This is an optimization exercise on Yosys and OpenROAD, whose aim is small area and a short achievable clock period, not a production implementation.
Only simulation tests tie the RTL to the original design; equivalence was not proved.
Power and IR drop assume default switching activity.

==> run a <==
==> flow/design.v <==
module cpu (
    input clk,
    input reset,
    output [31:0] iaddr,
    input [31:0] idata,
    output [31:0] daddr,
    input [31:0] drdata,
    output [31:0] dwdata,
    output [3:0] dwe,
    output [32*32-1:0] registers
);
    reg [31:1] pc;
    reg [32*32-1:32] rfv;
    assign iaddr = {pc, 1'b0};
    genvar g;
    assign registers = {rfv, 32'd0};
    wire [4:0] rs1 = idata[19:15];
    wire [4:0] rs2 = idata[24:20];
    wire [4:0] rd  = idata[11:7];
    wire [2:0] f3  = idata[14:12];
    wire i2 = idata[2], i3 = idata[3], i4 = idata[4], i5 = idata[5], i6 = idata[6];
    wire is_load   = ~i6 & ~i5 & ~i4;
    wire is_store  = ~i6 &  i5 & ~i4;
    wire is_opimm  = ~i6 & ~i5 &  i4 & ~i2;
    wire is_auipc  = ~i6 & ~i5 &  i4 &  i2;
    wire is_op     = ~i6 &  i5 &  i4 & ~i2;
    wire is_lui    = ~i6 &  i5 &  i4 &  i2;
    wire is_branch =  i6 & ~i2;
    wire is_jalr   =  i6 &  i2 & ~i3;
    wire is_jal    =  i6 &  i3;
    wire [31:0] imm_i = {{20{idata[31]}}, idata[31:20]};
    wire [31:0] imm_s = {{20{idata[31]}}, idata[31:25], idata[11:7]};
    wire [31:0] imm_b = {{20{idata[31]}}, idata[7], idata[30:25], idata[11:8], 1'b0};
    wire [31:0] imm_u = {idata[31:12], 12'd0};
    wire [31:0] imm_j = {{12{idata[31]}}, idata[19:12], idata[20], idata[30:21], 1'b0};
    wire [31:0] a_n, rb_n;
    cpu_rdport u_rd1 (.rf(rfv), .sel(rs1), .q_n(a_n));
    cpu_rdport u_rd2 (.rf(rfv), .sel(rs2), .q_n(rb_n));
    wire [31:0] a = ~a_n;
    wire [31:0] rb = ~rb_n;
    wire use_rs2 = is_op | is_branch;
    wire [31:0] b = use_rs2 ? rb : (is_store ? imm_s : imm_i);
    wire sub = is_branch | ((is_op | is_opimm) & (f3[2:1] == 2'b01)) |
               (is_op & (f3 == 3'b000) & idata[30]);
    wire [31:0] sum;
    cpu_ks_add u_alu_add (.a(a), .b(b ^ {32{sub}}), .cin(sub), .s(sum));
    wire lt  = (a[31] ^ b[31]) ? a[31] : sum[31];
    wire ltu = (a[31] ^ b[31]) ? b[31] : sum[31];
    wire eq  = (a == rb);
    wire shl = ~f3[2];
    reg [31:0] a_rev, sh_rev;
    integer j;
    always @(*) for (j = 0; j < 32; j = j + 1) a_rev[j] = a[31-j];
    wire [31:0] sh_in = shl ? a_rev : a;
    wire sh_fill = idata[30] & a[31] & ~shl;
    wire [31:0] sh_out = $signed({sh_fill, sh_in}) >>> b[4:0];
    always @(*) for (j = 0; j < 32; j = j + 1) sh_rev[j] = sh_out[31-j];
    wire [31:0] shres = shl ? sh_rev : sh_out;
    reg [31:0] alu;
    always @(*) begin
        case (f3)
            3'b000: alu = sum;
            3'b001: alu = shres;
            3'b010: alu = {31'd0, lt};
            3'b011: alu = {31'd0, ltu};
            3'b100: alu = a ^ b;
            3'b101: alu = shres;
            3'b110: alu = a | b;
            default: alu = a & b;
        endcase
    end
    wire [31:0] pcx = {pc, 1'b0};
    wire [31:0] pimm = is_branch ? imm_b : (is_jal ? imm_j : imm_u);
    wire [31:0] pc_imm = pcx + pimm;
    wire [31:0] pc4 = pcx + 32'd4;
    wire cond = f3[2] ? (f3[1] ? ltu : lt) : eq;
    wire taken = is_jal | (is_branch & (cond ^ f3[0]));
    wire [31:1] pc_next = is_jalr ? sum[31:1] : (taken ? pc_imm[31:1] : pc4[31:1]);
    always @(posedge clk) begin
        if (reset) pc <= 31'd0;
        else pc <= pc_next;
    end
    wire [1:0] ao = addr[1:0];
    wire [7:0] lbyte = ao[1] ? (ao[0] ? drdata[31:24] : drdata[23:16])
                             : (ao[0] ? drdata[15:8]  : drdata[7:0]);
    wire [15:0] lhalf = ao[1] ? drdata[31:16] : drdata[15:0];
    wire lsgn = ~f3[2] & (f3[0] ? lhalf[15] : lbyte[7]);
    wire [31:0] ldata = f3[1] ? drdata :
                        (f3[0] ? {{16{lsgn}}, lhalf} : {{24{lsgn}}, lbyte});
    wire wen = ~(is_store | is_branch);
    wire [31:0] wd = is_load ? ldata :
                     is_lui ? imm_u :
                     is_auipc ? pc_imm :
                     (is_jal | is_jalr) ? pc4 : alu;
    wire [31:0] wdr = reset ? 32'd0 : wd;
    generate for (g = 1; g < 32; g = g + 1) begin : g_rf
        wire en = reset | (wen & (rd == g));
        wire [31:0] d;
        cpu_hold #(.W(32)) u_hold (.q(rfv[32*g +: 32]), .wd(wdr), .en(en), .en_n(~en), .d(d));
        always @(posedge clk) rfv[32*g +: 32] <= d;
    end endgenerate
    wire [31:0] imm_ls = is_store ? imm_s : imm_i;
    wire [31:0] addr;
    cpu_agu u_agu (.a_n(a_n), .b(imm_ls), .s(addr));
    assign daddr = addr;
    wire [31:0] imm_s_m1 = imm_s - 32'd1;
    wire zaddr;
    cpu_zdet u_zdet (.a_n(a_n), .c(imm_s_m1), .z(zaddr));
    assign dwe = ~is_store ? 4'b0000 :
                 f3[1] ? 4'b1111 :
                 f3[0] ? (ao[0] ? 4'b0000 : (ao[1] ? 4'b1100 : 4'b0011)) :
                 (4'b0001 << ao);
    wire [31:0] sdata = f3[1] ? rb : (f3[0] ? {2{rb[15:0]}} : {4{rb[7:0]}});
    assign dwdata = zaddr ? 32'd0 : sdata;
endmodule
module cpu_rdport (
    input [32*32-1:32] rf,
    input [4:0] sel,
    output [31:0] q_n
);
    wire [31:0] oh;
    genvar k, b;
    assign oh[0] = 1'b0;
    generate for (k = 1; k < 32; k = k + 1) begin : g_dec
        assign oh[k] = (sel == k);
    end endgenerate
    generate for (b = 0; b < 32; b = b + 1) begin : g_bit
        wire [10:0] t;
        for (k = 0; k < 10; k = k + 1) begin : g_ao
            cpu_ao222i u (.a0(oh[3*k+1]), .b0(rf[32*(3*k+1)+b]),
                          .a1(oh[3*k+2]), .b1(rf[32*(3*k+2)+b]),
                          .a2(oh[3*k+3]), .b2(rf[32*(3*k+3)+b]), .y(t[k]));
        end
        cpu_nand2 u_n31 (.a(oh[31]), .b(rf[32*31+b]), .y(t[10]));
        wire u0, u1, u2;
        cpu_nand4 u_c0 (.a(t[0]), .b(t[1]), .c(t[2]), .d(t[3]), .y(u0));
        cpu_nand4 u_c1 (.a(t[4]), .b(t[5]), .c(t[6]), .d(t[7]), .y(u1));
        cpu_nand3 u_c2 (.a(t[8]), .b(t[9]), .c(t[10]), .y(u2));
        cpu_nor3 u_o (.a(u0), .b(u1), .c(u2), .y(q_n[b]));
    end endgenerate
endmodule
module cpu_hold #(parameter W = 32) (
    input [W-1:0] q,
    input [W-1:0] wd,
    input en,
    input en_n,
    output [W-1:0] d
);
    genvar b;
    generate for (b = 0; b < W; b = b + 1) begin : g_b
        cpu_ao22 u (.a0(wd[b]), .b0(en), .a1(q[b]), .b1(en_n), .y(d[b]));
    end endgenerate
endmodule
module cpu_ao22 (input a0, b0, a1, b1, output y);
    assign y = (a0 & b0) | (a1 & b1);
endmodule
module cpu_ao222i (input a0, b0, a1, b1, a2, b2, output y);
    assign y = ~((a0 & b0) | (a1 & b1) | (a2 & b2));
endmodule
module cpu_nand2 (input a, b, output y);
    assign y = ~(a & b);
endmodule
module cpu_nand3 (input a, b, c, output y);
    assign y = ~(a & b & c);
endmodule
module cpu_nand4 (input a, b, c, d, output y);
    assign y = ~(a & b & c & d);
endmodule
module cpu_nor3 (input a, b, c, output y);
    assign y = ~(a | b | c);
endmodule
module cpu_inv (input a, output y);
    assign y = ~a;
endmodule
module cpu_nor2 (input a, b, output y);
    assign y = ~(a | b);
endmodule
module cpu_nor2b (input a, b, output y);
    assign y = ~a & b;
endmodule
module cpu_and2 (input a, b, output y);
    assign y = a & b;
endmodule
module cpu_a21o (input a1, a2, b1, output y);
    assign y = (a1 & a2) | b1;
endmodule
module cpu_xor2 (input a, b, output y);
    assign y = a ^ b;
endmodule
module cpu_xnor2 (input a, b, output y);
    assign y = ~(a ^ b);
endmodule
module cpu_a21oi (input a1, a2, b1, output y);
    assign y = ~((a1 & a2) | b1);
endmodule
module cpu_o21ai (input a1, a2, b1, output y);
    assign y = ~((a1 | a2) & b1);
endmodule
module cpu_agu (
    input [31:0] a_n,
    input [31:0] b,
    output [31:0] s
);
    wire [31:0] G [0:5];
    wire [31:0] P [0:5];
    genvar i, k;
    generate for (i = 0; i < 32; i = i + 1) begin : g_l0
        cpu_nor2b u_g (.a(a_n[i]), .b(b[i]), .y(G[0][i]));
        cpu_xnor2 u_p (.a(a_n[i]), .b(b[i]), .y(P[0][i]));
    end endgenerate
    generate for (k = 1; k <= 5; k = k + 1) begin : g_lv
        for (i = 0; i < 32; i = i + 1) begin : g_n
            if (i < (1 << (k-1))) begin : g_pass
                cpu_inv u_g (.a(G[k-1][i]), .y(G[k][i]));
                assign P[k][i] = 1'b0;
            end else if (k % 2 == 1) begin : g_odd
                cpu_a21oi u_g (.a1(P[k-1][i]), .a2(G[k-1][i-(1<<(k-1))]), .b1(G[k-1][i]), .y(G[k][i]));
                if (i >= (2 << (k-1))) begin : g_p
                    cpu_nand2 u_p (.a(P[k-1][i]), .b(P[k-1][i-(1<<(k-1))]), .y(P[k][i]));
                end else begin : g_np
                    assign P[k][i] = 1'b0;
                end
            end else begin : g_even
                cpu_o21ai u_g (.a1(P[k-1][i]), .a2(G[k-1][i-(1<<(k-1))]), .b1(G[k-1][i]), .y(G[k][i]));
                if (i >= (2 << (k-1))) begin : g_p
                    cpu_nor2 u_p (.a(P[k-1][i]), .b(P[k-1][i-(1<<(k-1))]), .y(P[k][i]));
                end else begin : g_np
                    assign P[k][i] = 1'b0;
                end
            end
        end
    end endgenerate
    assign s[0] = P[0][0];
    cpu_xor2 u_s1 (.a(P[0][1]), .b(G[0][0]), .y(s[1]));
    generate for (i = 2; i < 32; i = i + 1) begin : g_s
        localparam integer F = (i - 1 < 2) ? 1 : (i - 1 < 4) ? 2 : (i - 1 < 8) ? 3 : (i - 1 < 16) ? 4 : 5;
        if (F % 2 == 1) begin : g_n
            cpu_xnor2 u_s (.a(P[0][i]), .b(G[F][i-1]), .y(s[i]));
        end else begin : g_pos
            cpu_xor2 u_s (.a(P[0][i]), .b(G[F][i-1]), .y(s[i]));
        end
    end endgenerate
endmodule
module cpu_ks_add (
    input [31:0] a,
    input [31:0] b,
    input cin,
    output [31:0] s
);
    wire [31:0] G [0:5];
    wire [31:0] P [0:5];
    genvar i, k;
    wire g00;
    cpu_and2 u_g00 (.a(a[0]), .b(b[0]), .y(g00));
    cpu_a21o u_g0c (.a1(P[0][0]), .a2(cin), .b1(g00), .y(G[0][0]));
    cpu_xor2 u_p0 (.a(a[0]), .b(b[0]), .y(P[0][0]));
    generate for (i = 1; i < 32; i = i + 1) begin : g_l0
        cpu_and2 u_g (.a(a[i]), .b(b[i]), .y(G[0][i]));
        cpu_xor2 u_p (.a(a[i]), .b(b[i]), .y(P[0][i]));
    end endgenerate
    generate for (k = 1; k <= 5; k = k + 1) begin : g_lv
        for (i = 0; i < 32; i = i + 1) begin : g_n
            if (i < (1 << (k-1))) begin : g_pass
                cpu_inv u_g (.a(G[k-1][i]), .y(G[k][i]));
                assign P[k][i] = 1'b0;
            end else if (k % 2 == 1) begin : g_odd
                cpu_a21oi u_g (.a1(P[k-1][i]), .a2(G[k-1][i-(1<<(k-1))]), .b1(G[k-1][i]), .y(G[k][i]));
                if (i >= (2 << (k-1))) begin : g_p
                    cpu_nand2 u_p (.a(P[k-1][i]), .b(P[k-1][i-(1<<(k-1))]), .y(P[k][i]));
                end else begin : g_np
                    assign P[k][i] = 1'b0;
                end
            end else begin : g_even
                cpu_o21ai u_g (.a1(P[k-1][i]), .a2(G[k-1][i-(1<<(k-1))]), .b1(G[k-1][i]), .y(G[k][i]));
                if (i >= (2 << (k-1))) begin : g_p
                    cpu_nor2 u_p (.a(P[k-1][i]), .b(P[k-1][i-(1<<(k-1))]), .y(P[k][i]));
                end else begin : g_np
                    assign P[k][i] = 1'b0;
                end
            end
        end
    end endgenerate
    cpu_xor2 u_s0 (.a(P[0][0]), .b(cin), .y(s[0]));
    cpu_xor2 u_s1 (.a(P[0][1]), .b(G[0][0]), .y(s[1]));
    generate for (i = 2; i < 32; i = i + 1) begin : g_s
        localparam integer F = (i - 1 < 2) ? 1 : (i - 1 < 4) ? 2 : (i - 1 < 8) ? 3 : (i - 1 < 16) ? 4 : 5;
        if (F % 2 == 1) begin : g_n
            cpu_xnor2 u_s (.a(P[0][i]), .b(G[F][i-1]), .y(s[i]));
        end else begin : g_pos
            cpu_xor2 u_s (.a(P[0][i]), .b(G[F][i-1]), .y(s[i]));
        end
    end endgenerate
endmodule
module cpu_zdet (
    input [31:0] a_n,
    input [31:0] c,
    output z
);
    assign z = (a_n == c);
endmodule
==> flow/flow/run.sh <==
#!/bin/bash
set -euo pipefail
bash standard.sh "BUFFER_PORTS_ARGS=-buffer_cell sky130_fd_sc_hd__buf_1" \
  SETUP_SLACK_MARGIN=9 IO_CONSTRAINTS=$PWD/flow/pins.tcl finish > make.log 2>&1
==> flow/flow/pins.tcl <==
# Keep the 31 register-file pins of each bit together, so that each bit's
# flip-flops and read-port gates can sit together near their pins.
for {set b 0} {$b < 32} {incr b} {
  set names {}
  for {set i 1} {$i < 32} {incr i} {
    lappend names "registers\[[expr {32 * $i + $b}]\]"
  }
  set_io_pin_constraint -group -order -pin_names $names
}
==> flow/standard.sh <==
#!/bin/bash
# synth_recipe.tcl (not shown) runs the flow's synth.tcl, then flattens the netlist and writes it again
# the make line also repeats each setting of config.mk as NAME=value (left out here)
make -C /OpenROAD-flow-scripts/flow DESIGN_CONFIG=/design/flow/config.mk WORK_HOME=/design/flow/orfs CLKGATE_MAP_FILE= SYNTH_SCRIPT=/design/flow/synth_recipe.tcl "${@:-finish}"
==> flow/config.mk <==
export PLATFORM = sky130hd
export DESIGN_NAME = cpu
export DESIGN_NICKNAME = cpu
export VERILOG_FILES = /design/flow/design.v
export SDC_FILE = /design/flow/constraint.sdc
export NUM_CORES = 4
export LEC_CHECK = 0
export CAP_MARGIN = 20
export CORE_MARGIN = 6
export CORE_UTILIZATION = 27
export PLACE_DENSITY = 0.4
export SLEW_MARGIN = 20
export SYNTH_HIERARCHICAL = 1
export SYNTH_MINIMUM_KEEP_SIZE = 0
==> flow/constraint.sdc <==
create_clock -name core_clock -period 22.0 [get_ports {clk}]
set_input_delay 4.4000 -clock core_clock [delete_from_list [all_inputs] [get_ports {clk}]]
set_output_delay 4.4000 -clock core_clock [all_outputs]
set_load 0.01 [all_outputs]
==> run b (differences from run a) <==
- CORE_MARGIN: 6 -> 2
- CORE_UTILIZATION: 27 -> 32
- PLACE_DENSITY: 0.4 -> 0.45
==> notes <==
Run a completed without violations. Run b finished with timing, DRC and antenna clean. Of run b and run a, run b has the higher global-route usage (gap 8.5 points). Against run a, the cell area of run b is lower by 0.69%. Synthesized area is the same in run b and run a. Non-clock buffer count: run a is higher than run b (15). Clock power is about the same in run a and run b. Against run b, the routed wire length of run a is higher by about 3%. Cell count: run b is smaller than run a (4.5%). Of run b and run a, run b has the higher via count (gap 2.5%, measured against run a).

[port drivers added, routing unchanged]
The flow's constraints put no driver on any port. The routed layouts listed below were extracted and timed again, unchanged, in two steps.
Step 1 sets driving cells, clkbuf_16 on the clock port and buf_2 on the other inputs (assumed; they add their load-dependent delay and slew).
Step 2 times the ports against the registers' clock, not the clock port: input delays grow and output delays shrink by t, the midpoint of the rising clock arrivals with the driver on.
a / b / c = ideal ports / drivers / drivers and shift; a / b = the first two.
run | t (ns) | setup WS [ns] | hold slack, ns | slew at the worst register clock pin (ns)
run a | 0.847 | 8.860 / 8.784 / 8.143 | 0.531 / 0.531 / 0.531 | 0.07 / 0.07
run b | 0.855 | 8.854 / 8.692 / 8.423 | 0.528 / 0.528 / 0.528 | 0.07 / 0.07
After both steps setup and hold are still met in every run listed. For run a, which loses most, drivers alone change the setup slack by -0.076 ns; drivers and shift together by -0.717 ns.
